Background: an optimization exercise with open tools, aiming at small area. Do not read the settings as production practice.
At most, simulation tests tie the RTL to the original design; equivalence was not proved.
For run 2, only the layout was checked, not whether the RTL still works.
Power and IR drop assume default switching activity.

==> flow/design.v, too long to show whole: its modules and the start of the top module <==
// module vga640x480: 804 lines
// module bossBattleTop: 279 lines
module bossBattleTop(clk, btnRst, btnLeft, btnRight, btnShoot,
	seg, an, vgaRed, vgaGreen, vgaBlue, Hsync, Vsync
    );
  // ...
==> flow/run.sh <==
#!/bin/bash
# synth_recipe.tcl (not shown) runs the flow's synth.tcl, then flattens the netlist and writes it again
# the make line also repeats each setting of config.mk as NAME=value (left out here)
make -C /OpenROAD-flow-scripts/flow DESIGN_CONFIG=/design/flow/config.mk WORK_HOME=/design/flow/orfs CLKGATE_MAP_FILE= SYNTH_SCRIPT=/design/flow/synth_recipe.tcl finish
==> flow/config.mk <==
export PLATFORM = sky130hd
export DESIGN_NAME = bossBattleTop
export DESIGN_NICKNAME = bossBattleTop
export VERILOG_FILES = /design/flow/design.v
export SDC_FILE = /design/flow/constraint.sdc
export NUM_CORES = 4
export LEC_CHECK = 0
export CAP_MARGIN = 20
export CORE_MARGIN = 2
export CORE_UTILIZATION = 40
export SLEW_MARGIN = 20
==> flow/constraint.sdc <==
create_clock -name core_clock -period 10.0 [get_ports {clk}]
set_input_delay 2.0000 -clock core_clock [delete_from_list [all_inputs] [get_ports {clk}]]
set_output_delay 2.0000 -clock core_clock [all_outputs]
set_load 0.01 [all_outputs]
==> results.yml, run 1 <==
outcome:
  outcome: "no timing/DRC/antenna violations"
logic_synthesis:
  synth_warnings: 2
  synth_top_area_share_pct: 26.8
  synthSimpleGateAreaFrac_pct: 21.2
  synthDistinctLibCells: 91
  synth_most_common_cell: "ha_1"
  yosysSeqAreaShare_pct: 15.6
  synth_top_family_by_area: "adder cells"
worst_setup_path:
  r2r-end: "projHit"
  crit_start: "bst[1]"
  path_buf_inv: 5
floorplanning:
  rows: 91
  die_y_um: 254
clocking:
  clock-sinks: 167
  postCtsSetupBuffers: 0
  cts_resized: 0
placed_design:
  gp_congestion: 1.03
drt:
  drt-met1-wl_um: 38300
  dr_wl_met3_um: 5820
power_and_ir_drop:
  p_leak_nw: 11.8
  combPwrFrac_pct: 32.9
layout:
  finalNetCount: 3700
  largest_cell_class: "multi-input combinational cells"
  fin_area_mm2: 0.0268
  seq_area_share_pct: 14.6
  area_share_nonclk_buffers_pct: 2.31
  top_regs: "itimer: 18 flops, vgaController.hc: 10 flops, vgaController.vc: 10 flops"
  drive_gt1_share_pct: 4.32
sta:
  fin_skew_ns: 0.0142
==> run 2, diff against run 1 <==
--- a/flow/design.v
+++ b/flow/design.v
@@ -1,36 +1,847 @@
 `timescale 1ns / 1ps
+module clockDivider(clk, rst, maxValue, clk_out, rise);
+	input clk, rst;
+	input [25:0] maxValue;
+	output reg clk_out;
+	output wire rise;
+	reg [25:0] counter;
+	assign rise = ~rst & ~clk_out & (counter == maxValue);
+	always @(posedge clk) begin
+		if (rst) begin
+			counter <= 1;
+			clk_out <= 1'b0;
+		end
+		else begin
+			counter <= counter + 1'b1;
+			if (counter == maxValue) begin
+				clk_out <= ~clk_out;
+				counter <= 1;
+			end
+		end
+	end
+endmodule
+`timescale 1ns / 1ps
+module clockPulser(clk, rst, maxValue, clk_out);
+	input clk, rst;
+	input [31:0] maxValue;
+	output reg clk_out;
+	reg [31:0] counter;
+	always @(posedge clk) begin
+		if (rst) begin
+			counter <= 1;
+			clk_out <= 1'b0;
+		end
+		else begin
+			counter <= counter + 1'b1;
+			if (counter == maxValue) begin
+				clk_out <= 1;
+				counter <= 1;
+			end
+			else
+				clk_out <= 0;
+		end
+	end
+endmodule
+`timescale 1ns / 1ps
+module debouncer(clk, rst, btnInput, btn_signal
+    );
+	parameter DIV_BITS = 17;
+	input clk, rst, btnInput;
+	output reg btn_signal;
+	wire [DIV_BITS:0] clk_dv_inc;
+	reg [DIV_BITS-1:0] clk_dv;
+	reg clk_en;
+	reg clk_en_d;
+	reg [2:0] step_btn;
+    assign clk_dv_inc = clk_dv + 1;
+    always @ (posedge clk)
+      if (rst)
+        begin
+           clk_dv   <= 0;
+           clk_en   <= 1'b0;
+           clk_en_d <= 1'b0;
+        end
+      else
+        begin
+           clk_dv   <= clk_dv_inc[DIV_BITS-1:0];
+           clk_en   <= clk_dv_inc[DIV_BITS];
+           clk_en_d <= clk_en;
+        end
+   always @ (posedge clk)
+     if (rst)
+       begin
+		  step_btn[2:0]  <= 0;
+       end
+     else if (clk_en)  
+       begin
+		  step_btn[2:0] <= {btnInput, step_btn[2:1]};
+       end
+	wire is_btn_posedge;
+    assign is_btn_posedge = ~ step_btn[0] & step_btn[1];
+	always @ (posedge clk)
+		if (rst)
+			begin
+				btn_signal <= 1'b0;
+			end
+		else if (clk_en_d) 
+			begin
+				btn_signal <= is_btn_posedge;
+			end
+		else
+			begin
+				btn_signal <= 1'b0;
+			end
+endmodule
+`timescale 1ns / 1ps
+module immuneController(
+	clk, pulse_immune, immune, display_player
+    );
+	input clk,pulse_immune, immune;
+	output reg display_player;
+	always@(posedge clk)
+	begin
+		if(immune)
+		begin
+			if(pulse_immune)
+				display_player <= ~display_player;
+		end
+		else
+			display_player <= 1;
+	end
+endmodule
+`timescale 1ns / 1ps
+module gameStateHandler(clk, rst, bossHP, playerHP, gameState
+    );
+	input clk, rst;
+	input [9:0] bossHP;
+	input [1:0] playerHP;
+	output reg [1:0] gameState;
+	always @ (posedge clk) begin
+		if (rst)
+			gameState <= 2'b00;
+		else if (bossHP <= 0)
+			gameState <= 2'b01;
+		else if (playerHP <= 0)
+			gameState <= 2'b10;
+		else
+			gameState <= 2'b00;
+	end
+endmodule
+`timescale 1ns / 1ps
+module sevenSegmentDisplayController(
+	playerHealth, clk, rst, en_display,
+	seg, an
+    );
+	input [1:0] playerHealth;
+	input clk, rst, en_display;
+	output reg [7:0] seg;
+	output reg [3:0] an;
+	parameter stFirst = 2'b00;
+	parameter stSecond = 2'b01;
+	parameter stThird = 2'b10;
+	parameter stFourth = 2'b11;
+	parameter fstSeg = 4'b0111;
+	parameter sndSeg = 4'b1011;
+	parameter thrdSeg = 4'b1101;
+	parameter frthSeg = 4'b1110;
+	reg [1:0] state;
+	function [7:0] getSegment;
+		input [3:0] digit;
+		begin
+			case (digit)
+				4'b0000: getSegment = 8'b11000000;
+				4'b0001: getSegment = 8'b11111001;
+				4'b0010: getSegment = 8'b10100100;
+				4'b0011: getSegment = 8'b10110000;
+				4'b0100: getSegment = 8'b10011001;
+				4'b0101: getSegment = 8'b10010010;
+				4'b0110: getSegment = 8'b10000010;
+				4'b0111: getSegment = 8'b11111000;
+				4'b1000: getSegment = 8'b10000000;
+				4'b1001: getSegment = 8'b10010000;
+				default: getSegment = 8'b11111111;
+			endcase
+		end
+	endfunction
+	always @ (posedge clk) begin
+		if (rst)
+			state <= stFirst;
+		else if (en_display)
+		case (state)
+			stFirst:
+				state <= state + 1;
+			stSecond:
+				state <= state + 1;
+			stThird:
+				state <= state + 1;
+			stFourth:
+				state <= stFirst;
+		endcase
+	end
+	always @ (*) begin
+		case (state)
+			stFirst: begin
+				an = fstSeg;
+				seg = getSegment(4'b1111);
+				end
+			stSecond: begin
+				an = sndSeg;
+				seg = getSegment(4'b1111);
+				end
+			stThird: begin
+				an = thrdSeg;
+				seg = getSegment(4'b1111);
+				end
+			stFourth: begin
+				an = frthSeg;
+				seg = getSegment(playerHealth);
+				end
+		endcase
+	end
+endmodule
+`timescale 1ns / 1ps
+module bossController(clk_master, pulse_cycleStep, rst, bossHit, delay,
+	bossLocX, bossLocY, bossWidth, bossHeight,
+	proj1X, proj1Y,
+	proj2X, proj2Y,
+	proj3X, proj3Y,
+	proj4X, proj4Y,
+	proj5X, proj5Y,
+	projW, projH,
+	bossHP, bossShoot, attackType,
+	indicate1, indicate2
+    );
+	parameter BOSS_HP = 540;
+	parameter HIT_DMG = 20;
+	input clk_master, pulse_cycleStep, rst, bossHit;
+	input [31:0] delay;
+	output wire [9:0] bossLocX, bossWidth;
+	output wire [8:0] bossLocY, bossHeight;
+	output reg [9:0] proj1X, proj2X, proj3X, proj4X, proj5X,
+		projW;
+	output reg [8:0] proj1Y, proj2Y, proj3Y, proj4Y, proj5Y,
+		projH;
+	output reg bossShoot;
+	output reg [1:0] attackType;
+	output reg [9:0] bossHP;
+	output reg indicate1, indicate2;
+	parameter projAtk = 2'b00;
+	parameter beamAtk = 2'b01;
+	parameter diagAtk = 2'b10;
+	parameter BOSS_X = 264;
+	parameter BOSS_Y = 121;
+	parameter BOSS_W = 400;
+	parameter BOSS_H = 110;
+	assign bossLocX = BOSS_X;
+	assign bossLocY = BOSS_Y;
+	assign bossWidth = BOSS_W;
+	assign bossHeight = BOSS_H;
+	parameter PROJ_OFFSET = BOSS_W / 4;
+	parameter PROJ_Y = BOSS_Y + BOSS_H;
+	parameter PROJ_W = 20;
+	parameter PROJ_H = 25;
+	parameter ATK1_PROJ1_X = BOSS_X - (PROJ_W / 2);
+	parameter ATK1_PROJ2_X = ATK1_PROJ1_X + PROJ_OFFSET;
+	parameter ATK1_PROJ3_X = ATK1_PROJ2_X + PROJ_OFFSET;
+	parameter ATK1_PROJ4_X = ATK1_PROJ3_X + PROJ_OFFSET;
+	parameter ATK1_PROJ5_X = ATK1_PROJ4_X + PROJ_OFFSET;
+	parameter ATK2_PROJ1_X = BOSS_X + (PROJ_OFFSET / 2) - (PROJ_W / 2);
+	parameter ATK2_PROJ2_X = ATK2_PROJ1_X + PROJ_OFFSET;
+	parameter ATK2_PROJ3_X = ATK2_PROJ2_X + PROJ_OFFSET;
+	parameter ATK2_PROJ4_X = ATK2_PROJ3_X + PROJ_OFFSET;
+	parameter BEAM_W = 100;
+	parameter BEAM_H = 280;
+	parameter ATK3_PROJ1_X = BOSS_X - (BEAM_W / 2);
+	parameter ATK3_PROJ2_X = BOSS_X + BOSS_W - (BEAM_W / 2);
+	parameter ATK4_PROJ1_X = 144;
+	parameter ATK4_PROJ2_X = 464 - (BEAM_W / 2);
+	parameter ATK4_PROJ3_X = 783 - BEAM_W;
+	parameter ATK5_PROJ_W = 20;
+	parameter ATK5_PROJ_H = 20;
+	parameter ATK5_PROJ1_X = BOSS_X - ATK5_PROJ_W;
+	parameter ATK5_PROJ2_X = BOSS_X + BOSS_W + ATK5_PROJ_W;
+	parameter ATK5_PROJ3_X = BOSS_X + BOSS_W/2 - PROJ_W/2;
+	reg [2:0] state;
+	reg [31:0] timer;
+	reg waitSignal;
+	always @ (posedge clk_master) begin
+		if (rst) begin
+			state <= 0;
+			bossShoot <= 0;
+			waitSignal <= 0;
+			indicate1 <= 0;
+			indicate2 <= 0;
+			bossHP <= BOSS_HP;
+			proj1X <= 0;
+			proj1Y <= 0;
+			proj2X <= 0;
+			proj2Y <= 0;
+			proj3X <= 0;
+			proj3Y <= 0;
+			proj4X <= 0;
+			proj4Y <= 0;
+			proj5X <= 0;
+			proj5Y <= 0;
+			projW <= 0;
+			projH <= 0;
+			attackType <= 0;
+		end
+		else begin
+			if (bossHit) begin
+				if (bossHP > HIT_DMG)
+					bossHP <= bossHP - HIT_DMG;
+				else
+					bossHP <= 0;
+			end
+            if (waitSignal) begin
+                timer <= timer + 1;
+                if (timer == delay) begin
+                    indicate1 <= 0;
+                    indicate2 <= 0;
+                    bossShoot <= 1;
+                    waitSignal <= 0;
+                end
+                else
+                    bossShoot <= 0;
+            end
+			else if (pulse_cycleStep) begin
+				case (state)
+					0: begin
+						waitSignal <= 0;
+						state <= state + 1;
+					end
+					1, 3: begin
+						proj1X <= ATK1_PROJ1_X;
+						proj1Y <= PROJ_Y;
+						proj2X <= ATK1_PROJ2_X;
+						proj2Y <= PROJ_Y;
+						proj3X <= ATK1_PROJ3_X;
+						proj3Y <= PROJ_Y;
+						proj4X <= ATK1_PROJ4_X;
+						proj4Y <= PROJ_Y;
+						proj5X <= ATK1_PROJ5_X;
+						proj5Y <= PROJ_Y;
+						projW <= PROJ_W;
+						projH <= PROJ_H;
+						attackType <= projAtk;
+						bossShoot <= 1;
+						state <= state + 1;
+					end
+					2, 4: begin
+						proj1X <= ATK2_PROJ1_X;
+						proj1Y <= PROJ_Y;
+						proj2X <= ATK2_PROJ2_X;
+						proj2Y <= PROJ_Y;
+						proj3X <= ATK2_PROJ3_X;
+						proj3Y <= PROJ_Y;
+						proj4X <= ATK2_PROJ4_X;
+						proj4Y <= PROJ_Y;
+						proj5X <= 0;
+						proj5Y <= 0;
+						projW <= PROJ_W;
+						projH <= PROJ_H;
+						attackType <= projAtk;
+						bossShoot <= 1;
+						state <= state + 1;
+					end
+					5: begin
+						proj1X <= ATK3_PROJ1_X;
+						proj1Y <= PROJ_Y;
+						proj2X <= ATK3_PROJ2_X;
+						proj2Y <= PROJ_Y;
+						proj3X <= 0;
+						proj3Y <= 0;
+						proj4X <= 0;
+						proj4Y <= 0;
+						proj5X <= 0;
+						proj5Y <= 0;
+						projW <= BEAM_W;
+						projH <= BEAM_H;
+						attackType <= beamAtk;
+						indicate1 <= 1;
+						timer <= 1;
+						waitSignal <= 1;
+						state <= state + 1;
+					end
+					6: begin
+						proj1X <= ATK4_PROJ1_X;
+						proj1Y <= PROJ_Y;
+						proj2X <= ATK4_PROJ2_X;
+						proj2Y <= PROJ_Y;
+						proj3X <= ATK4_PROJ3_X;
+						proj3Y <= PROJ_Y;
+						proj4X <= 0;
+						proj4Y <= 0;
+						proj5X <= 0;
+						proj5Y <= 0;
+						projW <= BEAM_W;
+						projH <= BEAM_H;
+						attackType <= beamAtk;
+						indicate2 <= 1;
+						timer <= 1;
+						waitSignal <= 1;
+						state <= state + 1;
+					end
+					7: begin
+						proj1X <= ATK5_PROJ1_X;
+						proj1Y <= PROJ_Y;
+						proj2X <= ATK5_PROJ2_X;
+						proj2Y <= PROJ_Y;
+						proj3X <= ATK5_PROJ3_X;
+						proj3Y <= PROJ_Y;
+						proj4X <= ATK5_PROJ3_X;
+						proj4Y <= PROJ_Y;
+						proj5X <= 0;
+						proj5Y <= 0;
+						projW <= ATK5_PROJ_W;
+						projH <= ATK5_PROJ_H;
+						attackType <= diagAtk;
+						bossShoot <= 1;
+						state <= 1;
+					end
+				endcase
+			end
+			else
+				bossShoot <= 0;
+		end
+	end
+endmodule
+`timescale 1ns / 1ps
+module bossProjHandler(clk, rst, pulse_projSpeed, bossShoot, projHit, collidedProj, attackType, delay,
+	proj1X_start, proj1Y_start, proj2X_start, proj2Y_start, proj3X_start, proj3Y_start,
+	proj4X_start, proj4Y_start, proj5X_start, proj5Y_start,
+	proj1X_out, proj1Y_out, proj2X_out, proj2Y_out, proj3X_out, proj3Y_out,
+	proj4X_out, proj4Y_out, proj5X_out, proj5Y_out
+    );
+	input clk, rst, pulse_projSpeed, bossShoot, projHit;
+	input [1:0] attackType;
+	input [31:0] delay;
+	input [2:0] collidedProj;
+	input [9:0] proj1X_start, proj2X_start, proj3X_start, proj4X_start, proj5X_start;
+	input [8:0] proj1Y_start, proj2Y_start, proj3Y_start, proj4Y_start, proj5Y_start;
+	output reg [9:0] proj1X_out, proj2X_out, proj3X_out, proj4X_out, proj5X_out;
+	output reg [8:0] proj1Y_out, proj2Y_out, proj3Y_out, proj4Y_out, proj5Y_out;
+	parameter STEP = 1'b1;
+	reg [31:0] timer;
+    reg waitSignal;
+    reg turnOffBeam;
+	always @ (posedge clk) begin
+		if (rst || turnOffBeam) begin
+            if (turnOffBeam == 1)
+                turnOffBeam <= 0;
+            if (rst)
+                timer <= 1;
+			proj1X_out <= 0;
+			proj1Y_out <= 0;
+			proj2X_out <= 0;
+			proj2Y_out <= 0;
+			proj3X_out <= 0;
+			proj3Y_out <= 0;
+			proj4X_out <= 0;
+			proj4Y_out <= 0;
+			proj5X_out <= 0;
+			proj5Y_out <= 0;
+			waitSignal <= 0;
+		end
+        else if (waitSignal) begin
+			timer <= timer + 1;
+			if (timer == delay) begin
+				turnOffBeam <= 1;
+				waitSignal <= 0;
+                timer <= 1;
+			end
+			else
+				turnOffBeam <= 0;
+		end
+		else if (bossShoot) begin
+			if (attackType == 2'b01) begin
+				waitSignal <= 1;
+			end
+			proj1X_out <= proj1X_start;
+			proj1Y_out <= proj1Y_start;
+			proj2X_out <= proj2X_start;
+			proj2Y_out <= proj2Y_start;
+			proj3X_out <= proj3X_start;
+			proj3Y_out <= proj3Y_start;
+			proj4X_out <= proj4X_start;
+			proj4Y_out <= proj4Y_start;
+			proj5X_out <= proj5X_start;
+			proj5Y_out <= proj5Y_start;		
+		end
+		else if (pulse_projSpeed && attackType == 2'b00) begin
+			if (proj1Y_out > 0) proj1Y_out <= proj1Y_out + STEP;
+			if (proj2Y_out > 0) proj2Y_out <= proj2Y_out + STEP;
+			if (proj3Y_out > 0) proj3Y_out <= proj3Y_out + STEP;
+			if (proj4Y_out > 0) proj4Y_out <= proj4Y_out + STEP;
+			if (proj5Y_out > 0) proj5Y_out <= proj5Y_out + STEP;
+		end
+		else if (pulse_projSpeed && attackType == 2'b10) begin
+			if (proj1X_out > 0) proj1X_out <= proj1X_out + STEP;
+			if (proj1Y_out > 0) proj1Y_out <= proj1Y_out + STEP;
+			if (proj2X_out > 0) proj2X_out <= proj2X_out - STEP;
+			if (proj2Y_out > 0) proj2Y_out <= proj2Y_out + STEP;
+			if (proj3X_out > 0) proj3X_out <= proj3X_out + STEP;
+			if (proj3Y_out > 0) proj3Y_out <= proj3Y_out + STEP;
+			if (proj4X_out > 0) proj4X_out <= proj4X_out - STEP;
+			if (proj4Y_out > 0) proj4Y_out <= proj4Y_out + STEP;
+		end
+		else if (projHit && (attackType == 2'b00 || attackType == 2'b10)) begin
+			if (collidedProj == 1) begin
+				proj1X_out <= 0;
+				proj1Y_out <= 0;
+			end
+			if (collidedProj == 2) begin
+				proj2X_out <= 0;
+				proj2Y_out <= 0;
+			end
+			if (collidedProj == 3) begin
+				proj3X_out <= 0;
+				proj3Y_out <= 0;
+			end
+			if (collidedProj == 4) begin
+				proj4X_out <= 0;
+				proj4Y_out <= 0;
+			end
+			if (collidedProj == 5) begin
+				proj5X_out <= 0;
+				proj5Y_out <= 0;
+			end
+		end
+	end
+endmodule
+`timescale 1ns / 1ps
+module playerController(clk_master, pulse_stepCycle, rst, mvLeft, mvRight, playerHit, delay,
+	playerX, playerY, playerW, playerH,
+	projW, projH,
+	playerHP, immune
+    );
+	input clk_master, pulse_stepCycle, rst, mvLeft, mvRight, playerHit;
+	input [31:0] delay;
+	parameter PLAYER_START_X = 449;
+	parameter PLAYER_Y = 450;
+	parameter PLAYER_W = 30;
+	parameter PLAYER_H = 30;
+	parameter PROJ_W = 10;
+	parameter PROJ_H = 10;
+	parameter STEP = 15;
+	parameter LEFT_BOUNDARY = 144;
+	parameter RIGHT_BOUNDARY = 784;
+	parameter MAX_HEALTH = 2'b11;
+	parameter MIN_HEALTH = 0;
+	parameter HEALTH_LOSS = 1'b1;
+	output reg [9:0] playerX;
+	output wire [8:0] playerY;
+	output wire [9:0] playerW, projW;
+	output wire [8:0] playerH, projH;
+	output reg [1:0] playerHP;
+	output reg immune;
+	assign playerW = PLAYER_W;
+	assign playerH = PLAYER_H;
+	assign playerY = PLAYER_Y;
+	assign projW = PROJ_W;
+	assign projH = PROJ_H;
+	reg [31:0] timer;
+	always @(posedge clk_master)
+	begin
+		if (rst)
+		begin
+			playerX <= PLAYER_START_X;
+			playerHP <= MAX_HEALTH;  
+			immune <= 0;
+		end
+		else
+		begin
+			if (immune) begin
+                timer <= timer + 1;
+                if (timer == delay) begin
+                    immune <= 0;
+                end
+            end
+			else if(playerHit)
+			begin
+				if(playerHP > MIN_HEALTH)
+				begin
+					playerHP <= playerHP-HEALTH_LOSS;
+					timer <= 1;
+					immune <= 1;
+				end
+				else
+				begin
+					playerHP <= MIN_HEALTH;  
+				end
+			end
+			if(mvLeft || mvRight)  
+			begin
+				if(mvLeft && playerX > (STEP+LEFT_BOUNDARY))
+				begin
+					playerX <= playerX - STEP;
+				end
+				else if(mvRight && playerX < (RIGHT_BOUNDARY-STEP-PLAYER_W))
+				begin
+					playerX <= playerX + STEP;
+				end
+			end
+			else
+			begin
+				playerX <= playerX;
+			end
+		end
+	end
+endmodule
+`timescale 1ns / 1ps
+module playerProjHandler(clk, rst, pulse_projSpeed, shoot, projHit, collidedProj,
+	playerX, playerY, playerW,
+	o_proj1X, o_proj1Y, o_proj2X, o_proj2Y, o_proj3X, o_proj3Y
+    );
+	input clk, rst, pulse_projSpeed, shoot, projHit;
+	input [1:0] collidedProj;
+	input [9:0] playerX, playerW;
+	input [8:0] playerY;
+	output reg [9:0] o_proj1X, o_proj2X, o_proj3X;
+	output reg [8:0] o_proj1Y, o_proj2Y, o_proj3Y;
+	parameter TOP_BOUNDARY = 31;
+	parameter STEP = 1;
+	always @(posedge clk)
+	begin
+		if(rst)
+		begin
+			o_proj1X <= 0;
+			o_proj1Y <= 0;
+			o_proj2X <= 0;
+			o_proj2Y <= 0;
+			o_proj3X <= 0;
+			o_proj3Y <= 0;
+		end
+		else if(shoot)  
+		begin
+			if(o_proj1X==0 && o_proj1Y ==0)
+			begin
+				o_proj1X <= playerX + playerW/4;
+				o_proj1Y <= playerY - playerW;
+			end
+			else if(o_proj2X==0 && o_proj2Y ==0)
+			begin
+				o_proj2X <= playerX + playerW/4;
+				o_proj2Y <= playerY - playerW;
+			end
+			else if(o_proj3X==0 && o_proj3Y ==0)
+			begin
+				o_proj3X <= playerX + playerW/4;
+				o_proj3Y <= playerY - playerW;
+			end
+		end
+		if(pulse_projSpeed)  
+		begin
+			if(((o_proj1Y+STEP)<=TOP_BOUNDARY || (o_proj1X==0 && o_proj1Y==0))) 
+			begin
+				o_proj1X <= 0;
+				o_proj1Y <= 0;
+			end
+			else
+			begin
+				o_proj1X <= o_proj1X;
+				o_proj1Y <= o_proj1Y-STEP;
+			end 
+			if(((o_proj2Y+STEP)<=TOP_BOUNDARY || (o_proj2X==0 && o_proj2Y==0))) 
+			begin
+				o_proj2X <= 0;
+				o_proj2Y <= 0;
+			end
+			else
+			begin
+				o_proj2X <= o_proj2X;
+				o_proj2Y <= o_proj2Y-STEP;
+			end
+			if(((o_proj3Y+STEP)<=TOP_BOUNDARY || (o_proj3X==0 && o_proj3Y==0))) 
+			begin
+				o_proj3X <= 0;
+				o_proj3Y <= 0;
+			end
+			else
+			begin
+				o_proj3X <= o_proj3X;
+				o_proj3Y <= o_proj3Y-STEP;
+			end
+		end
+		if (projHit) begin
+			case (collidedProj)
+				2'b01:
+					begin
+						o_proj1X <= 0;
+						o_proj1Y <= 0;
+					end
+				2'b10:
+					begin
+						o_proj2X <= 0;
+						o_proj2Y <= 0;
+					end
+				2'b11:
+					begin
+						o_proj3X <= 0;
+						o_proj3Y <= 0;
+					end
+			endcase
+		end
+	end
+endmodule
+`timescale 1ns / 1ps
+module playerCollisionDetector(clk, playerX, playerY, playerW, playerH,
+	bossProj1X, bossProj1Y, bossProj2X, bossProj2Y, bossProj3X, bossProj3Y,bossProj4X, bossProj4Y,bossProj5X, bossProj5Y,
+	projW, projH,
+	playerHit, projHit, collidedProj
+    );
+	input clk;
+	input [9:0] playerX, playerW, bossProj1X, bossProj2X, bossProj3X, bossProj4X, bossProj5X, projW;
+	input [8:0] playerY, playerH, bossProj1Y, bossProj2Y, bossProj3Y, bossProj4Y, bossProj5Y, projH;
+	output reg playerHit, projHit;
+	output reg [2:0] collidedProj;
+	always @ (posedge clk) begin
+		if ((bossProj1Y + projH > playerY) &&
+			(((playerX >= bossProj1X) && (playerX < (bossProj1X + projW))) ||
+			((bossProj1X > playerX) && (bossProj1X < (playerX + playerW))))) begin
+			playerHit <= 1;
+			projHit <= 1;
+			collidedProj <= 1;
+		end
+		else if ((bossProj2Y + projH > playerY) &&
+			(((playerX >= bossProj2X) && (playerX < (bossProj2X + projW))) ||
+			((bossProj2X > playerX) && (bossProj2X < (playerX + playerW))))) begin
+			playerHit <= 1;
+			projHit <= 1;
+			collidedProj <= 2;
+		end
+		else if ((bossProj3Y + projH > playerY) &&
+			(((playerX >= bossProj3X) && (playerX < (bossProj3X + projW))) ||
+			((bossProj3X > playerX) && (bossProj3X < (playerX + playerW))))) begin
+			playerHit <= 1;
+			projHit <= 1;
+			collidedProj <= 3;
+		end
+		else if ((bossProj4Y + projH > playerY) &&
+			(((playerX >= bossProj4X) && (playerX < (bossProj4X + projW))) ||
+			((bossProj4X > playerX) && (bossProj4X < (playerX + playerW))))) begin
+			playerHit <= 1;
+			projHit <= 1;
+			collidedProj <= 4;
+		end
+		else if ((bossProj5Y + projH > playerY) &&
+			(((playerX >= bossProj5X) && (playerX < (bossProj5X + projW))) ||
+			((bossProj5X > playerX) && (bossProj5X < (playerX + playerW))))) begin
+			playerHit <= 1;
+			projHit <= 1;
+			collidedProj <= 5;
+		end
+		else begin
+			playerHit <= 0;
+			projHit <= 0;
+		end
+	end
+endmodule
+`timescale 1ns / 1ps
+module bossCollisionDetector(clk, rst, bossX, bossY, bossW, bossH,
+	playerProj1X, playerProj1Y, playerProj2X, playerProj2Y, playerProj3X, playerProj3Y,
+	projW, 
+	bossHit, projHit, collidedProj
+    );
+	input clk,rst;
+	input [9:0] bossX, bossW, playerProj1X, playerProj2X, playerProj3X, projW;
+	input [8:0] bossY, bossH, playerProj1Y, playerProj2Y, playerProj3Y;
+	output reg bossHit, projHit;
+	output reg [1:0] collidedProj;
+	parameter BORDER = 31;
+	always @ (posedge clk) begin
+		if (rst)
+		begin
+			bossHit <= 0;
+			projHit <= 0;
+			collidedProj <= 0;
+		end
+		if ((playerProj1Y < (bossY + bossH)) &&
+			(((bossX >= playerProj1X) && (bossX < (playerProj1X + projW))) ||
+			((playerProj1X >= bossX) && (playerProj1X < (bossX + bossW))))) begin
+			bossHit <= 1;
+			projHit <= 1;
+			collidedProj <= 1;
+		end
+		else if ((playerProj2Y < (bossY + bossH)) &&
+				(((bossX >= playerProj2X) && (bossX < (playerProj2X + projW))) ||
+				((playerProj2X >= bossX) && (playerProj2X < (bossX + bossW))))) begin
+			bossHit <= 1;
+			projHit <= 1;
+			collidedProj <= 2;
+		end
+		else if ((playerProj3Y < (bossY + bossH)) &&
+				(((bossX >= playerProj3X) && (bossX < (playerProj3X + projW))) ||
+				((playerProj3X >= bossX) && (playerProj3X < (bossX + bossW))))) begin
+			bossHit <= 1;
+			projHit <= 1;
+			collidedProj <= 3;
+		end
+		else begin
+			bossHit <= 0;
+			projHit <= 0;
+			collidedProj <= 0;
+		end
+	end
+endmodule
+`timescale 1ns / 1ps
 module vga640x480(
-	input wire clk,
+	input wire clk,			 
 	input wire dclk_en,		 
-	input wire rst,			 
 	input wire display_player,
+	input wire rst,			 
+	input wire [9:0] bossX,
+	input wire [8:0] bossY,
+	input wire [9:0] bossW,
+	input wire [8:0] bossH,
+	input wire playerImmune,
 	input wire indicate1,
 	input wire indicate2,
-	input wire [4:0] bossHPk,	 
-	input wire [2:0] bossState,	 
-	input wire [5:1] bossAlive,	 
-	input wire [8:0] bossProjY,	 
+	input wire [9:0] bossProj1X,
+	input wire [8:0] bossProj1Y,
+	input wire [9:0] bossProj2X,
+	input wire [8:0] bossProj2Y,
+	input wire [9:0] bossProj3X,
+	input wire [8:0] bossProj3Y,
+	input wire [9:0] bossProj4X,
+	input wire [8:0] bossProj4Y,
+	input wire [9:0] bossProj5X,
+	input wire [8:0] bossProj5Y,
+	input wire [9:0] bossProjW,
+	input wire [8:0] bossProjH,
+	input wire [9:0] bossHP,
 	input wire [9:0] playerX,
-	input wire [5:0] pq1, pq2, pq3,	 
-	input wire [8:0] py1, py2, py3,	 
+	input wire [8:0] playerY,
+	input wire [9:0] playerW,
+	input wire [8:0] playerH,
+	input wire [9:0] playerProj1X,
+	input wire [8:0] playerProj1Y,
+	input wire [9:0] playerProj2X,
+	input wire [8:0] playerProj2Y,
+	input wire [9:0] playerProj3X,
+	input wire [8:0] playerProj3Y,
+	input wire [9:0] playerProjW,
+	input wire [8:0] playerProjH,
 	input wire [1:0] gameState,
-	output wire hsync,
-	output wire vsync,
-	output reg [2:0] red,
-	output reg [2:0] green,
-	output reg [1:0] blue
+	output wire hsync,		 
+	output wire vsync,		 
+	output reg [2:0] red,	 
+	output reg [2:0] green,  
+	output reg [1:0] blue	 
 	);
-parameter hpixels = 800;
-parameter vlines = 521;
-parameter hpulse = 96;
-parameter vpulse = 2;
-parameter vbp = 31;
-parameter vfp = 511;
+parameter hpixels = 800; 
+parameter vlines = 521;  
+parameter hpulse = 96; 	 
+parameter vpulse = 2; 	 
+parameter hbp = 144; 	 
+parameter hfp = 784; 	 
+parameter vbp = 31; 		 
+parameter vfp = 511; 	 
 parameter bossHP_Y = 56;
 parameter bossHP_H = 40;
 parameter bossHP_X = 144 + 50;
 parameter PX_PER_BLOCK = 15;
 parameter EYE_PX_PER_BLOCK = 10;
 parameter VICTORY_Y = 233;
 parameter VICTORY_X = 179;
 parameter GAMEOVER_X = 314;
@@ -42,20 +853,16 @@
 parameter INDIC_W = 10;
 parameter INDIC_H = 15;
 parameter INDIC_Y = 231;
 parameter INDIC1_1X = 254;
 parameter INDIC1_2X = 664;
 parameter INDIC2_1X = 144 + 30;
 parameter INDIC2_2X = 464;
 parameter INDIC2_3X = 783 - 30;
-parameter bossX = 264;
-parameter bossY = 121;
-parameter bossW = 400;
-parameter bossH = 110;
 reg [9:0] hc;
 reg [9:0] vc;
 always @(posedge clk)
 begin
 	if (rst == 1)
 	begin
 		hc <= 0;
 		vc <= 0;
@@ -71,49 +878,16 @@
 				vc <= vc + 1;
 			else
 				vc <= 0;
 		end
 	end
 end
 assign hsync = (hc < hpulse) ? 0:1;
 assign vsync = (vc < vpulse) ? 0:1;
-reg [9:0] bx1, bx2, bx3, bx4, bx5, bw;
-reg [8:0] bh;
-always @(*) begin
-	bx1 = 0; bx2 = 0; bx3 = 0; bx4 = 0; bx5 = 0;
-	bw = 20; bh = 25;
-	case (bossState)
-		3'd2, 3'd4: begin bx1 = 254; bx2 = 354; bx3 = 454; bx4 = 554; bx5 = 654; end
-		3'd3, 3'd5: begin bx1 = 304; bx2 = 404; bx3 = 504; bx4 = 604; end
-		3'd6: begin bx1 = 214; bx2 = 614; bw = 100; bh = 280; end
-		3'd7: begin bx1 = 144; bx2 = 414; bx3 = 683; bw = 100; bh = 280; end
-		3'd1: begin
-			bx1 = bossProjY + 10'd13;
-			bx2 = 10'd915 - bossProjY;
-			bx3 = bossProjY + 10'd223;
-			bx4 = 10'd685 - bossProjY;
-			bh = 20;
-		end
-		default: ;
-	endcase
-end
-wire [9:0] bossHP = {bossHPk, 4'b0} + {bossHPk, 2'b0};
-wire [9:0] ppx1 = 10'd141 + {pq1, 4'b0} - pq1;
-wire [9:0] ppx2 = 10'd141 + {pq2, 4'b0} - pq2;
-wire [9:0] ppx3 = 10'd141 + {pq3, 4'b0} - pq3;
-wire bvy = vc >= bossProjY && vc <= bossProjY + bh;
-wire bd1 = bossAlive[1] && bvy && hc >= bx1 && hc <= bx1 + bw;
-wire bd2 = bossAlive[2] && bvy && hc >= bx2 && hc <= bx2 + bw;
-wire bd3 = bossAlive[3] && bvy && hc >= bx3 && hc <= bx3 + bw;
-wire bd4 = bossAlive[4] && bvy && hc >= bx4 && hc <= bx4 + bw;
-wire bd5 = bossAlive[5] && bvy && hc >= bx5 && hc <= bx5 + bw;
-wire pd1 = pq1 != 0 && py1 >= 31 && vc >= py1 && vc <= py1 + 10 && hc >= ppx1 && hc <= ppx1 + 10;
-wire pd2 = pq2 != 0 && py2 >= 31 && vc >= py2 && vc <= py2 + 10 && hc >= ppx2 && hc <= ppx2 + 10;
-wire pd3 = pq3 != 0 && py3 >= 31 && vc >= py3 && vc <= py3 + 10 && hc >= ppx3 && hc <= ppx3 + 10;
 always @(*)
 begin
 	red = 3'b000;
 	green = 3'b000;
 	blue = 2'b00;
 	if (vc >= vbp && vc < vfp)
 	begin
 		if (gameState == 2'b00) begin
@@ -276,22 +1050,22 @@
 			begin
 				red = 3'b111;
 				green = 3'b000;
 				blue = 2'b00;
 			end
 			else if (vc >= bossHP_Y && vc <= (bossHP_Y + bossHP_H) &&
 				hc >= bossHP_X && hc <= (bossHP_X + bossHP))
 			begin
-				if (bossHPk > 18) begin
+				if (bossHP > 360) begin
 					red = 3'b000;
 					green = 3'b111;
 					blue = 2'b00;
 				end
-				else if (bossHPk > 9) begin
+				else if (bossHP > 180) begin
 					red = 3'b111;
 					green = 3'b111;
 					blue = 2'b00;
 				end
 				else begin
 					red = 3'b111;
 					green = 3'b000;
 					blue = 2'b00;
@@ -309,30 +1083,82 @@
 					((hc >= INDIC2_1X && hc <= INDIC2_1X + INDIC_W) ||
 					(hc >= INDIC2_2X && hc <= INDIC2_2X + INDIC_W) ||
 					(hc >= INDIC2_3X && hc <= INDIC2_3X + INDIC_W)))
 			begin
 				red = 3'b111;
 				green = 3'b111;
 				blue = 2'b00;
 			end
-			else if (bd1 || bd2 || bd3 || bd4 || bd5)
+			else if (bossProj1X >= 144 && bossProj1Y >= 31 &&
+				vc >= bossProj1Y && vc <= bossProj1Y + bossProjH &&
+				hc >= bossProj1X && hc <= bossProj1X + bossProjW)
+			begin
+				red = 3'b111;
+				green = 3'b000;
+				blue = 2'b11;
+			end
+			else if (bossProj2X >= 144 && bossProj2Y >= 31 &&
+				vc >= bossProj2Y && vc <= bossProj2Y + bossProjH &&
+				hc >= bossProj2X && hc <= bossProj2X + bossProjW)
+			begin
+				red = 3'b111;
+				green = 3'b000;
+				blue = 2'b11;
+			end
+			else if (bossProj3X >= 144 && bossProj3Y >= 31 &&
+				vc >= bossProj3Y && vc <= bossProj3Y + bossProjH &&
+				hc >= bossProj3X && hc <= bossProj3X + bossProjW)
 			begin
 				red = 3'b111;
 				green = 3'b000;
 				blue = 2'b11;
 			end
-			else if (display_player && vc >= 450 && vc <= 480 &&
-				hc >= playerX && hc <= playerX + 30)
+			else if (bossProj4X >= 144 && bossProj4Y >= 31 &&
+				vc >= bossProj4Y && vc <= bossProj4Y + bossProjH &&
+				hc >= bossProj4X && hc <= bossProj4X + bossProjW)
+			begin
+				red = 3'b111;
+				green = 3'b000;
+				blue = 2'b11;
+			end
+			else if (bossProj5X >= 144 && bossProj5Y >= 31 &&
+				vc >= bossProj5Y && vc <= bossProj5Y + bossProjH &&
+				hc >= bossProj5X && hc <= bossProj5X + bossProjW)
+			begin
+				red = 3'b111;
+				green = 3'b000;
+				blue = 2'b11;
+			end
+			else if (  display_player && vc >= playerY && vc <= playerY + playerH &&
+				hc >= playerX && hc <= playerX + playerW)
 			begin
 				red = 3'b000;
 				green = 3'b000;
 				blue = 2'b11;
 			end
-			else if (pd1 || pd2 || pd3)
+			else if (playerProj1X >= 144 && playerProj1Y >= 31 &&
+				vc >= playerProj1Y && vc <= playerProj1Y + playerProjH &&
+				hc >= playerProj1X && hc <= playerProj1X + playerProjW)
+			begin
+				red = 3'b000;
+				green = 3'b111;
+				blue = 2'b11;
+			end
+			else if (playerProj2X >= 144 && playerProj2Y >= 31 &&
+				vc >= playerProj2Y && vc <= playerProj2Y + playerProjH &&
+				hc >= playerProj2X && hc <= playerProj2X + playerProjW)
+			begin
+				red = 3'b000;
+				green = 3'b111;
+				blue = 2'b11;
+			end
+			else if (playerProj3X >= 144 && playerProj3Y >= 31 &&
+				vc >= playerProj3Y && vc <= playerProj3Y + playerProjH &&
+				hc >= playerProj3X && hc <= playerProj3X + playerProjW)
 			begin
 				red = 3'b000;
 				green = 3'b111;
 				blue = 2'b11;
 			end
 			else
 			begin
 				red = 0;
@@ -803,283 +1629,102 @@
 	end
 end
 endmodule
 `timescale 1ns / 1ps
 module bossBattleTop(clk, btnRst, btnLeft, btnRight, btnShoot,
 	seg, an, vgaRed, vgaGreen, vgaBlue, Hsync, Vsync
     );
 	input clk, btnRst, btnLeft, btnRight, btnShoot;
-	output reg [7:0] seg;
+	output [7:0] seg;
 	output [3:0] an;
 	output [2:0] vgaRed, vgaGreen;
 	output [1:0] vgaBlue;
 	output Hsync, Vsync;
+	wire rst;
 	reg [1:0] arst_ff;
-	wire rst = arst_ff[0];
-	always @ (posedge clk or posedge btnRst)
-		if (btnRst)
-			arst_ff <= 2'b11;
-		else
-			arst_ff <= {1'b0, arst_ff[1]};
-	reg first;
-	always @(posedge clk)
-		first <= rst;
-	reg [1:0] c4;
-	reg [6:0] a;
-	reg [1:0] b4;
-	reg [4:0] b30;
-	reg [4:0] d;
-	reg [5:0] e;
-	wire c4end = c4 == 2'd3;
-	wire aend = c4end && a == 7'd124;
-	wire b30end = aend && b30 == 5'd29;
-	always @(posedge clk) begin
-		if (rst) begin
-			c4 <= 0; a <= 0; b4 <= 0; b30 <= 0; d <= 0; e <= 0;
-		end
-		else begin
-			c4 <= c4 + 1'b1;
-			if (c4end) begin
-				a <= (a == 7'd124) ? 7'd0 : a + 1'b1;
-				e <= e + 1'b1;
-			end
-			if (aend) begin
-				b4 <= b4 + 1'b1;
-				b30 <= (b30 == 5'd29) ? 5'd0 : b30 + 1'b1;
-			end
-			if (b30end)
-				d <= (d == 5'd19) ? 5'd0 : d + 1'b1;
-		end
-	end
-	wire c0 = c4 == 2'd0;
-	wire t500 = c0 && a == 7'd0;				 
-	wire pulse_playerProj = t500 && !first;			 
-	wire pulse_bossProj = c0 && (					 
-		(b4 == 2'd0 && (a == 7'd0 || a == 7'd100)) ||
-		(b4 == 2'd1 && a == 7'd75) ||
-		(b4 == 2'd2 && a == 7'd50) ||
-		(b4 == 2'd3 && a == 7'd25));
-	wire pulse_immune = t500 && b30 == 5'd0;		 
-	wire phi0 = pulse_immune && d == 5'd0;
-	wire pulse_cycleStep = phi0 && !first;			 
-	wire phi150000 = pulse_immune && d == 5'd10;		 
-	wire phi250002 = c4 == 2'd2 && a == 7'd0 && b30 == 5'd20 && d == 5'd16;
-	wire en_vga = c4 == 2'd1;				 
-	wire en_display = aend && b4 == 2'd1;			 
-	wire deb_en = c0 && e == 6'd0 && !first;		 
-	wire deb_out = c4 == 2'd2 && e == 6'd0;			 
-	reg [2:0] stepL, stepR, stepS;
-	always @(posedge clk)
-		if (rst) begin
-			stepL <= 0; stepR <= 0; stepS <= 0;
-		end
-		else if (deb_en) begin
-			stepL <= {btnLeft, stepL[2:1]};
-			stepR <= {btnRight, stepR[2:1]};
-			stepS <= {btnShoot, stepS[2:1]};
-		end
-	wire mvLeft = deb_out && !stepL[0] && stepL[1];
-	wire mvRight = deb_out && !stepR[0] && stepR[1];
-	wire shoot = deb_out && !stepS[0] && stepS[1];
-	reg [5:0] pj;
-	reg [1:0] playerHP;
-	reg immune;
-	reg [17:0] itimer;
-	reg playerHit;
-	always @(posedge clk)
-		if (rst) begin
-			pj <= 6'd20;
-			playerHP <= 2'd3;
-			immune <= 0;
-		end
-		else begin
-			if (immune) begin
-				itimer <= itimer + 1'b1;
-				if (itimer == 18'd150000)
-					immune <= 0;
-			end
-			else if (playerHit && playerHP != 0) begin
-				playerHP <= playerHP - 1'b1;
-				itimer <= 1;
-				immune <= 1;
-			end
-			if (mvLeft && pj != 0)
-				pj <= pj - 1'b1;
-			else if (mvRight && pj < 6'd40)
-				pj <= pj + 1'b1;
-		end
-	wire [9:0] playerX = 10'd149 + {pj, 4'b0} - pj;
-	reg display_player;
-	always @(posedge clk)
-		if (immune) begin
-			if (pulse_immune)
-				display_player <= ~display_player;
-		end
-		else
-			display_player <= 1;
-	reg [5:0] pq1, pq2, pq3;
-	reg [8:0] py1, py2, py3;
-	reg bossHit;
-	reg [1:0] bossCollided;
-	always @(posedge clk) begin
-		if (rst) begin
-			pq1 <= 0; pq2 <= 0; pq3 <= 0;
-		end
-		else if (shoot) begin
-			if (pq1 == 0) begin
-				pq1 <= pj + 1'b1; py1 <= 9'd420;
-			end
-			else if (pq2 == 0) begin
-				pq2 <= pj + 1'b1; py2 <= 9'd420;
-			end
-			else if (pq3 == 0) begin
-				pq3 <= pj + 1'b1; py3 <= 9'd420;
-			end
-		end
-		if (pulse_playerProj) begin
-			pq1 <= (pq1 == 0 || py1 <= 9'd30) ? 6'd0 : pq1;
-			pq2 <= (pq2 == 0 || py2 <= 9'd30) ? 6'd0 : pq2;
-			pq3 <= (pq3 == 0 || py3 <= 9'd30) ? 6'd0 : pq3;
-			py1 <= py1 - 1'b1;
-			py2 <= py2 - 1'b1;
-			py3 <= py3 - 1'b1;
-		end
-		if (bossHit) begin
-			case (bossCollided)
-				2'd1: pq1 <= 0;
-				2'd2: pq2 <= 0;
-				2'd3: pq3 <= 0;
-				default: ;
-			endcase
-		end
-	end
-	wire bh1 = py1 < 9'd231 && pq1 >= 6'd8 && pq1 <= 6'd34;
-	wire bh2 = py2 < 9'd231 && pq2 >= 6'd8 && pq2 <= 6'd34;
-	wire bh3 = py3 < 9'd231 && pq3 >= 6'd8 && pq3 <= 6'd34;
-	always @(posedge clk) begin
-		bossHit <= bh1 || bh2 || bh3;
-		bossCollided <= bh1 ? 2'd1 : bh2 ? 2'd2 : 2'd3;
-	end
-	reg [4:0] bossHPk;
-	reg [2:0] bst;
-	reg bwait;
-	reg bossShoot;
-	always @(posedge clk)
-		if (rst) begin
-			bossHPk <= 5'd27;
-			bst <= 0;
-			bwait <= 0;
-			bossShoot <= 0;
-		end
-		else begin
-			if (bossHit)
-				bossHPk <= (bossHPk > 5'd1) ? bossHPk - 1'b1 : 5'd0;
-			bossShoot <= (pulse_cycleStep && (bst == 3'd1 || bst == 3'd2 || bst == 3'd3 || bst == 3'd4 || bst == 3'd7)) ||
-				(bwait && phi150000);
-			if (bwait && phi150000)
-				bwait <= 0;
-			else if (pulse_cycleStep && (bst == 3'd5 || bst == 3'd6))
-				bwait <= 1;
-			if (pulse_cycleStep)
-				bst <= (bst == 3'd7) ? 3'd1 : bst + 1'b1;
-		end
-	wire indicate1 = bwait && bst == 3'd6;
-	wire indicate2 = bwait && bst == 3'd7;
-	wire beamState = bst == 3'd6 || bst == 3'd7;
-	reg [5:1] bossAlive;
-	reg [8:0] bossProjY;
-	reg projHit;
-	reg [2:0] projCollided;
-	always @(posedge clk)
-		if (rst || (beamState && phi250002))
-			bossAlive <= 0;
-		else if (bossShoot) begin
-			bossProjY <= 9'd231;
-			case (bst)
-				3'd2, 3'd4: bossAlive <= 5'b11111;
-				3'd6: bossAlive <= 5'b00011;
-				3'd7: bossAlive <= 5'b00111;
-				default: bossAlive <= 5'b01111;
-			endcase
-		end
-		else if (pulse_bossProj && !beamState) begin
-			bossProjY <= bossProjY + 1'b1;
-			if (bossProjY == 9'd511)
-				bossAlive <= 0;
-		end
-		else if (projHit && !beamState) begin
-			case (projCollided)
-				3'd1: bossAlive[1] <= 0;
-				3'd2: bossAlive[2] <= 0;
-				3'd3: bossAlive[3] <= 0;
-				3'd4: bossAlive[4] <= 0;
-				3'd5: bossAlive[5] <= 0;
-				default: ;
-			endcase
-		end
-	reg [9:0] bx1, bx2, bx3, bx4, bx5, bw;
-	reg [8:0] bh;
-	always @(*) begin
-		bx1 = 0; bx2 = 0; bx3 = 0; bx4 = 0; bx5 = 0;
-		bw = 20; bh = 25;
-		case (bst)
-			3'd2, 3'd4: begin bx1 = 254; bx2 = 354; bx3 = 454; bx4 = 554; bx5 = 654; end
-			3'd3, 3'd5: begin bx1 = 304; bx2 = 404; bx3 = 504; bx4 = 604; end
-			3'd6: begin bx1 = 214; bx2 = 614; bw = 100; bh = 280; end
-			3'd7: begin bx1 = 144; bx2 = 414; bx3 = 683; bw = 100; bh = 280; end
-			3'd1: begin
-				bx1 = bossProjY + 10'd13;
-				bx2 = 10'd915 - bossProjY;
-				bx3 = bossProjY + 10'd223;
-				bx4 = 10'd685 - bossProjY;
-				bh = 20;
-			end
-			default: ;
-		endcase
-	end
-	wire [8:0] ybot = bossProjY + bh;
-	wire yhit = ybot > 9'd450;
-	wire ph1 = bossAlive[1] && yhit && ((playerX >= bx1 && playerX < bx1 + bw) || (bx1 > playerX && bx1 < playerX + 10'd30));
-	wire ph2 = bossAlive[2] && yhit && ((playerX >= bx2 && playerX < bx2 + bw) || (bx2 > playerX && bx2 < playerX + 10'd30));
-	wire ph3 = bossAlive[3] && yhit && ((playerX >= bx3 && playerX < bx3 + bw) || (bx3 > playerX && bx3 < playerX + 10'd30));
-	wire ph4 = bossAlive[4] && yhit && ((playerX >= bx4 && playerX < bx4 + bw) || (bx4 > playerX && bx4 < playerX + 10'd30));
-	wire ph5 = bossAlive[5] && yhit && ((playerX >= bx5 && playerX < bx5 + bw) || (bx5 > playerX && bx5 < playerX + 10'd30));
-	always @(posedge clk) begin
-		playerHit <= ph1 || ph2 || ph3 || ph4 || ph5;
-		projHit <= ph1 || ph2 || ph3 || ph4 || ph5;
-		projCollided <= ph1 ? 3'd1 : ph2 ? 3'd2 : ph3 ? 3'd3 : ph4 ? 3'd4 : 3'd5;
-	end
-	reg [1:0] gameState;
-	always @(posedge clk)
-		if (rst)
-			gameState <= 2'b00;
-		else if (bossHPk == 0)
-			gameState <= 2'b01;
-		else if (playerHP == 0)
-			gameState <= 2'b10;
-		else
-			gameState <= 2'b00;
-	reg [1:0] digit;
-	always @(posedge clk)
-		if (rst)
-			digit <= 0;
-		else if (en_display)
-			digit <= digit + 1'b1;
-	assign an = ~(4'b1000 >> digit);
-	always @(*)
-		if (digit != 2'd3)
-			seg = 8'b11111111;
-		else
-			case (playerHP)
-				2'd0: seg = 8'b11000000;
-				2'd1: seg = 8'b11111001;
-				2'd2: seg = 8'b10100100;
-				default: seg = 8'b10110000;
-			endcase
-	vga640x480 vgaController(
-		.clk(clk), .dclk_en(en_vga), .rst(rst), .display_player(display_player),
-		.indicate1(indicate1), .indicate2(indicate2), .bossHPk(bossHPk),
-		.bossState(bst), .bossAlive(bossAlive), .bossProjY(bossProjY),
-		.playerX(playerX), .pq1(pq1), .pq2(pq2), .pq3(pq3),
-		.py1(py1), .py2(py2), .py3(py3), .gameState(gameState),
-		.hsync(Hsync), .vsync(Vsync), .red(vgaRed), .green(vgaGreen), .blue(vgaBlue));
+	wire arst_i;
+	assign arst_i = btnRst;
+	assign rst = arst_ff[0];
+    always @ (posedge clk or posedge arst_i)
+      if (arst_i)
+        arst_ff <= 2'b11;
+      else
+        arst_ff <= {1'b0, arst_ff[1]};
+	parameter CYCLES_PER_BOSS_ATTACK = 300000;
+	parameter IMMUNE_CYCLES = 150000;
+	parameter IMMUNE_BLINK_CYCLES = IMMUNE_CYCLES/10;
+	parameter BOSS_PROJ_CYCLES = 400;
+	parameter PLAYER_PROJ_CYCLES = 500;
+	parameter DISPLAY_HALF_CYCLES = 1000;
+	parameter DEBOUNCE_BITS = 8;
+	wire clk_vga, en_vga;
+	clockDivider gen_clkVga(clk, rst, 26'b0000000000000000000000010, clk_vga, en_vga);
+	wire pulse_bossProjSpeed;
+	clockPulser gen_pulseBossProjSpeed(clk, rst, BOSS_PROJ_CYCLES, pulse_bossProjSpeed);
+	wire pulse_playerProjSpeed;
+	clockPulser gen_pulsePlayerProjSpeed(clk, rst, PLAYER_PROJ_CYCLES, pulse_playerProjSpeed);
+	wire pulse_cycleStep;
+	clockPulser gen_pulseCycleStep(clk, rst, CYCLES_PER_BOSS_ATTACK, pulse_cycleStep);
+	wire pulse_immune;
+	clockPulser gen_pulseImmune(clk,rst,IMMUNE_BLINK_CYCLES,pulse_immune);
+	wire mvLeft;
+	wire mvRight;
+	wire shoot;
+	debouncer #(.DIV_BITS(DEBOUNCE_BITS)) db_btnL(clk, rst, btnLeft, mvLeft);
+	debouncer #(.DIV_BITS(DEBOUNCE_BITS)) db_btnR(clk, rst, btnRight, mvRight);
+	debouncer #(.DIV_BITS(DEBOUNCE_BITS)) db_btnS(clk, rst, btnShoot, shoot);
+	wire [9:0] bossX, bossW, bossProj1X, bossProj2X, bossProj3X, bossProj4X, bossProj5X, bossProjW;
+	wire [8:0] bossY, bossH, bossProj1Y, bossProj2Y, bossProj3Y, bossProj4Y, bossProj5Y, bossProjH;
+	wire bossHit, bossShoot;
+    wire [1:0] atkType;
+	wire [9:0] bossHP;
+	wire indicate1, indicate2;
+	bossController bossCtrl(clk, pulse_cycleStep, rst, bossHit, (CYCLES_PER_BOSS_ATTACK / 2),
+		bossX, bossY, bossW, bossH,
+		bossProj1X, bossProj1Y, bossProj2X, bossProj2Y, bossProj3X, bossProj3Y, bossProj4X, bossProj4Y,
+		bossProj5X, bossProj5Y, bossProjW, bossProjH, bossHP, bossShoot, atkType, indicate1, indicate2);
+    wire bossProjHit;
+    wire [2:0] bossCollidedProj;
+    wire [9:0] bossProj1X_out, bossProj2X_out, bossProj3X_out, bossProj4X_out, bossProj5X_out;
+    wire [8:0] bossProj1Y_out, bossProj2Y_out, bossProj3Y_out, bossProj4Y_out, bossProj5Y_out;
+    bossProjHandler bossProj(clk, rst, pulse_bossProjSpeed, bossShoot, bossProjHit, bossCollidedProj, atkType,
+        (CYCLES_PER_BOSS_ATTACK / 3), bossProj1X, bossProj1Y, bossProj2X, bossProj2Y, bossProj3X, bossProj3Y,
+        bossProj4X, bossProj4Y,	bossProj5X, bossProj5Y, bossProj1X_out, bossProj1Y_out, bossProj2X_out,
+        bossProj2Y_out, bossProj3X_out, bossProj3Y_out, bossProj4X_out, bossProj4Y_out, bossProj5X_out,
+        bossProj5Y_out);
+	wire [9:0] playerX, playerW, playerProjW;
+	wire [8:0] playerY, playerH, playerProjH;
+	wire playerHit;
+	wire playerImmune;
+	wire [1:0] playerHP;
+	playerController playerCtrl(clk, pulse_cycleStep, rst, mvLeft, mvRight, playerHit, IMMUNE_CYCLES,
+								playerX, playerY, playerW, playerH, playerProjW, playerProjH,
+								playerHP, playerImmune);
+	wire playerProjHit;
+    wire [1:0] playerCollidedProj;
+    wire [9:0] playerProj1X_out, playerProj2X_out, playerProj3X_out;
+    wire [8:0] playerProj1Y_out, playerProj2Y_out, playerProj3Y_out;
+	playerProjHandler playerProj(clk,rst, pulse_playerProjSpeed, shoot, playerProjHit, playerCollidedProj,
+								playerX, playerY, playerW,
+								playerProj1X_out, playerProj1Y_out, playerProj2X_out, playerProj2Y_out, playerProj3X_out, playerProj3Y_out
+								);
+	playerCollisionDetector playerCollisions(clk, playerX, playerY, playerW, playerH,
+								bossProj1X_out, bossProj1Y_out, bossProj2X_out, bossProj2Y_out, 
+								bossProj3X_out, bossProj3Y_out, bossProj4X_out, bossProj4Y_out, bossProj5X_out, bossProj5Y_out,
+								bossProjW, bossProjH, playerHit, bossProjHit, bossCollidedProj);
+	bossCollisionDetector bossCollisions(clk, rst, bossX, bossY, bossW, bossH,
+	playerProj1X_out, playerProj1Y_out, playerProj2X_out, playerProj2Y_out, playerProj3X_out, playerProj3Y_out,
+	playerProjW, bossHit, playerProjHit, playerCollidedProj);
+	wire clk_display, en_display;
+	clockDivider clkDisplay(clk, rst, DISPLAY_HALF_CYCLES, clk_display, en_display);
+	sevenSegmentDisplayController playerHealthDisplay(playerHP,clk,rst,en_display,seg,an);
+	wire display_player;
+	immuneController immuneHandler(clk,pulse_immune,playerImmune,display_player);
+	wire [1:0] gameState;
+	gameStateHandler state(clk, rst, bossHP, playerHP, gameState);
+    vga640x480 vgaController(clk, en_vga, display_player, rst, bossX, bossY, bossW, bossH,playerImmune, indicate1, indicate2, bossProj1X_out,
+        bossProj1Y_out, bossProj2X_out, bossProj2Y_out, bossProj3X_out, bossProj3Y_out, bossProj4X_out,
+        bossProj4Y_out,	bossProj5X_out, bossProj5Y_out, bossProjW, bossProjH, bossHP,
+        playerX, playerY, playerW, playerH, playerProj1X_out, playerProj1Y_out, playerProj2X_out, playerProj2Y_out, playerProj3X_out, playerProj3Y_out,
+		  playerProjW, playerProjH, gameState,
+        Hsync, Vsync, vgaRed, vgaGreen, vgaBlue);
 endmodule
==> run 2 against run 1 <==
Still clean on timing, DRC and antenna; critical path type unchanged; fmax increased by 9.6%; via count increased by 69%; sequential power increased to 3.1 times the previous value; first-iteration DRC count increased by 34%; hold slack got worse by 0.0050 ns.
==> results.yml, run 2 <==
outcome:
  outcome: "no timing/DRC/antenna violations"
power_and_ir_drop:
  p_per_area_mw_per_mm2: 104
  p_leak_nw: 18.5
  vdd_drop_max_uv: 212
  power_w: 0.00499
sta:
  fin_crit_ns: 8.05
  timing.fmax_mhz: 124
  worstMarginPinSlew_ns: 1.10
  fin_tns_setup_ns: 0
  setup_viol_count_final: 0
  rsz0062_at_grt: "no"
  drv_slew: 0
  post-route-period-util_pct: 80.5
  hold_viol: 0
  relSlewSlack_pct: 25.6
  fin_skew_ns: 0.0379
placed_design:
  io_buffers: 25
  hpwlAfterDp_um: 98800
  gp_congestion: 1.01
  dp.cells: 6724
worst_setup_path:
  cp_max_fo: 11
  crit_family: "compound AO/OA/AOI/OAI gates"
  crit_start: "bossCtrl.projH[2]"
  path_buf_inv: 2
  cp-end-kind: "primary output"
  cp_cell_sequence: "buf_4 -> ha_1 -> a31oi_1 -> o21ai_0 -> nand3_1 -> xnor2_1 -> ha_1 -> a21oi_1 -> o21ai_0 -> nand2b_1 -> or3b_2 -> nand4_1 -> o2111ai_1 -> nor3_1 -> a21bo_2 -> a211oi_1 -> clkdlybuf4s50_1"
  worst-setup-path-type: "flip-flop to primary output"
  start_kind: "flip-flop"
  slowest_delay_ns: 0.67
  r2r_setup_slack_ns: 5.84
  cp.arrival_ns: 6.05
  cpMaxStageDelayCell: "clkdlybuf4s50_1"
  r2r_start: "bossProj.proj1X_out[4]"
  critPathRequiredTime_ns: 8.00
floorplanning:
  die_area_mm2: 0.113
  start_util_pct: 40.4
  die_y_um: 336
  ios: 27
  die_x_um: 336
  fp.coreArea_mm2: 0.109
  rows: 121
drt:
  viasPerCell: 5.92
  dr.pass1.iters: 6
  drtIter0Drc: 3247
  wl_per_cell_um: 20.0
  ant_nets: 0
  finalWirelength_um: 137000
  vias: 40500
  drcViolationCount: 0
logic_synthesis:
  synthTopCellsByArea: "dfxtp_1 21%, ha_1 17%, edfxtp_1 6.5%"
  synthMuxAreaShare_pct: 0.395
  postSynth.topFlopCell: "dfxtp_1"
  synth-compound-area-share_pct: 18.8
  yosysSeqAreaShare_pct: 28.0
  synth_top_area_share_pct: 21.4
  synth_edf_count: 96
  synthTopCellsByCount: "641 x nor2_1, 590 x ha_1, 470 x dfxtp_1"
  synthDistinctLibCells: 109
  synth_fa_ha_area_share_pct: 16.8
  syn_area_per_cell_um2: 8.12
  ys_ff_latch: 568
  async_flop_share_pct: 0.352
  synth_warnings: 15
  synth_most_common_cell: "nor2_1"
  synth_top_cell_by_area: "dfxtp_1"
  synthCells: 5421
  synth_xor_area_share_pct: 7.72
  synth_top_family_by_area: "simple AND/OR/NAND/NOR gates"
  synthSimpleGateAreaFrac_pct: 23.7
  synthesis.nets: 6017
  synth_area_mm2: 0.0440
clocking:
  postCtsSetupBuffers: 0
  numCtsBuffers: 69
  clk_latency_ns: 0.65
  cts_tree: "yes"
  clock-sinks: 568
  cts-root-buf: "clkbuf_16"
  htreeDepth: 3
  cts_resized: 0
  cts_buffer_depth: 3
  clk_pin_slew_ns: 0.06
  hold_buffers: 0
run:
  drv_cap: 0
global_route:
  grtUsageTotal_pct: 23.9
  grt_pass1_wl_um: 216000
  antenna_found_initial: 1
  overflow: 0
  grt_start_max_net_pins: 70
  grt_pass1_vias: 38400
layout:
  drive_gt1_share_pct: 5.04
  final_common_cell: "nor2_1"
  finalNetCount: 5979
  fin_cells: 6850
  most-common-layout-cells: "640 x nor2_1, 590 x ha_1, 453 x dfxtp_1"
  n_antenna_cell: 0
  area_delta_synth_final_pct: 8.85
min_path:
  hold_path_startpoint: "arst_ff[1]"
  hold_path.class: "flip-flop to flip-flop"
==> run 2: cell count changes after synthesis, moves of 54 or more <==
cell | before | now
nor2_1 | 251 | 641
dfxtp_1 | 111 | 470
nand2_1 | 226 | 398
a21oi_1 | 214 | 372
xor2_1 | 44 | 182
o21ai_0 | 189 | 309
nand3_1 | 105 | 217
nand4_1 | 60 | 142
xnor2_1 | 141 | 206
ha_1 | 534 | 590
or3_1 | 18 | 72
==> run 2: metal layers <==
metal	share of wire [%]	wire, um	up-vias	GRT usage, %
li1	-	-	19700	-
met5	0	0	-	0
met3	6.3	8630	306	3.65
met4	4.1	5590	0	9.43
met2	45	61900	1315	39.2
met1	45	61100	19200	31.3
==> run 2: final timing paths <==
path                                               endpoint  depth (start not counted)
max in group asynchronous                        arst_ff[1]                          2
hold / removal                                   arst_ff[0]                          0
setup reg to reg           playerCollisions.collidedProj[1]                         12
min in group asynchronous                        arst_ff[1]                          2
hold reg to reg                                  arst_ff[0]                          0
setup / recovery                                vgaGreen[2]                         17
==> run 2: worst reg2reg max path, cell delays in order, from the launching register on <==
cell,delay [ns]
dfxtp_1,0.56
ha_1,0.35
a31o_2,0.26
a21o_1,0.18
a21oi_1,0.24
nor3_1,0.09
xnor2_1,0.28
ha_1,0.30
o2111ai_1,0.11
a21oi_1,0.08
a2111oi_1,0.80
o2111ai_1,0.46
a31o_2,0.35
==> run 2: kinds of logic (layout without fill, tap and decap cells) <==
family | after synthesis | count (layout)
XOR/XNOR | 388 | 388
flip-flops | 568 | 568
other | 2 | 2
buffers and inverters | 473 | 488
adder cells (fa/ha/maj) | 591 | 591
AO/OA/AOI/OAI | 1291 | 1291
AND/OR/NAND/NOR | 2091 | 2091
multiplexers | 17 | 17
==> run 2: power by group <==
part / switching (W) / internal (W) / leakage (nW)
Combinational: 0.0000837 / 0.0000428 / 12.8
Sequential: 0.0000277 / 0.00234 / 4.60
Clock: 0.00107 / 0.00143 / 1.09
==> run 2: area by class of cell <==
type                            count  area (um^2)
Fill cell                       10900        61100
Tap cell                         1414         1770
Inverter                          273         1020
Sequential cell                   568        12400
Timing Repair Buffer               91          753
Clock buffer                       90         1860
Clock inverter                     34          348
Multi-Input combinational cell   4380        29800
==> run 2: through the flow <==
stage	hold WS, ns	util (%)	worst slack (ns)	cell area [um^2]
final	0.357	44.0	1.95	47900
after global routing	0.369	44.0	1.83	47900
after CTS	0.358	43.9	2.12	47900
after detailed placement	0.349	41.9	2.86	45700
after global placement	0.348	41.9	2.91	45700
after floorplan	0.345	-	4.22	44000

-- what the ideal ports hide --
In the flow no input, the clock included, has a driving cell. The finished layouts below were timed again as built, in two steps. Step 1 sets driving cells, clkbuf_16 on the clock port and buf_2 on the other inputs (assumed; they add their load-dependent delay and slew). Step 2 adds t to the input delays and takes it off the output delays; t is the mean of the earliest and latest rising clock arrival at the registers after step 1. Input paths then give back, and output paths get back, about the clock's delay inside the block. Slacks: ideal ports / drivers / drivers and shift; pairs: ideal ports / drivers.
run | t (ns) | slack for setup (ns) | hold slack, ns
run 1 | 0.551 | 1.174 / 1.115 / 1.666 | 0.362 / 0.362 / 0.362
run 2 | 0.715 | 1.950 / 1.871 / 2.586 | 0.357 / 0.357 / 0.357
After both steps setup and hold are still met in every run listed.
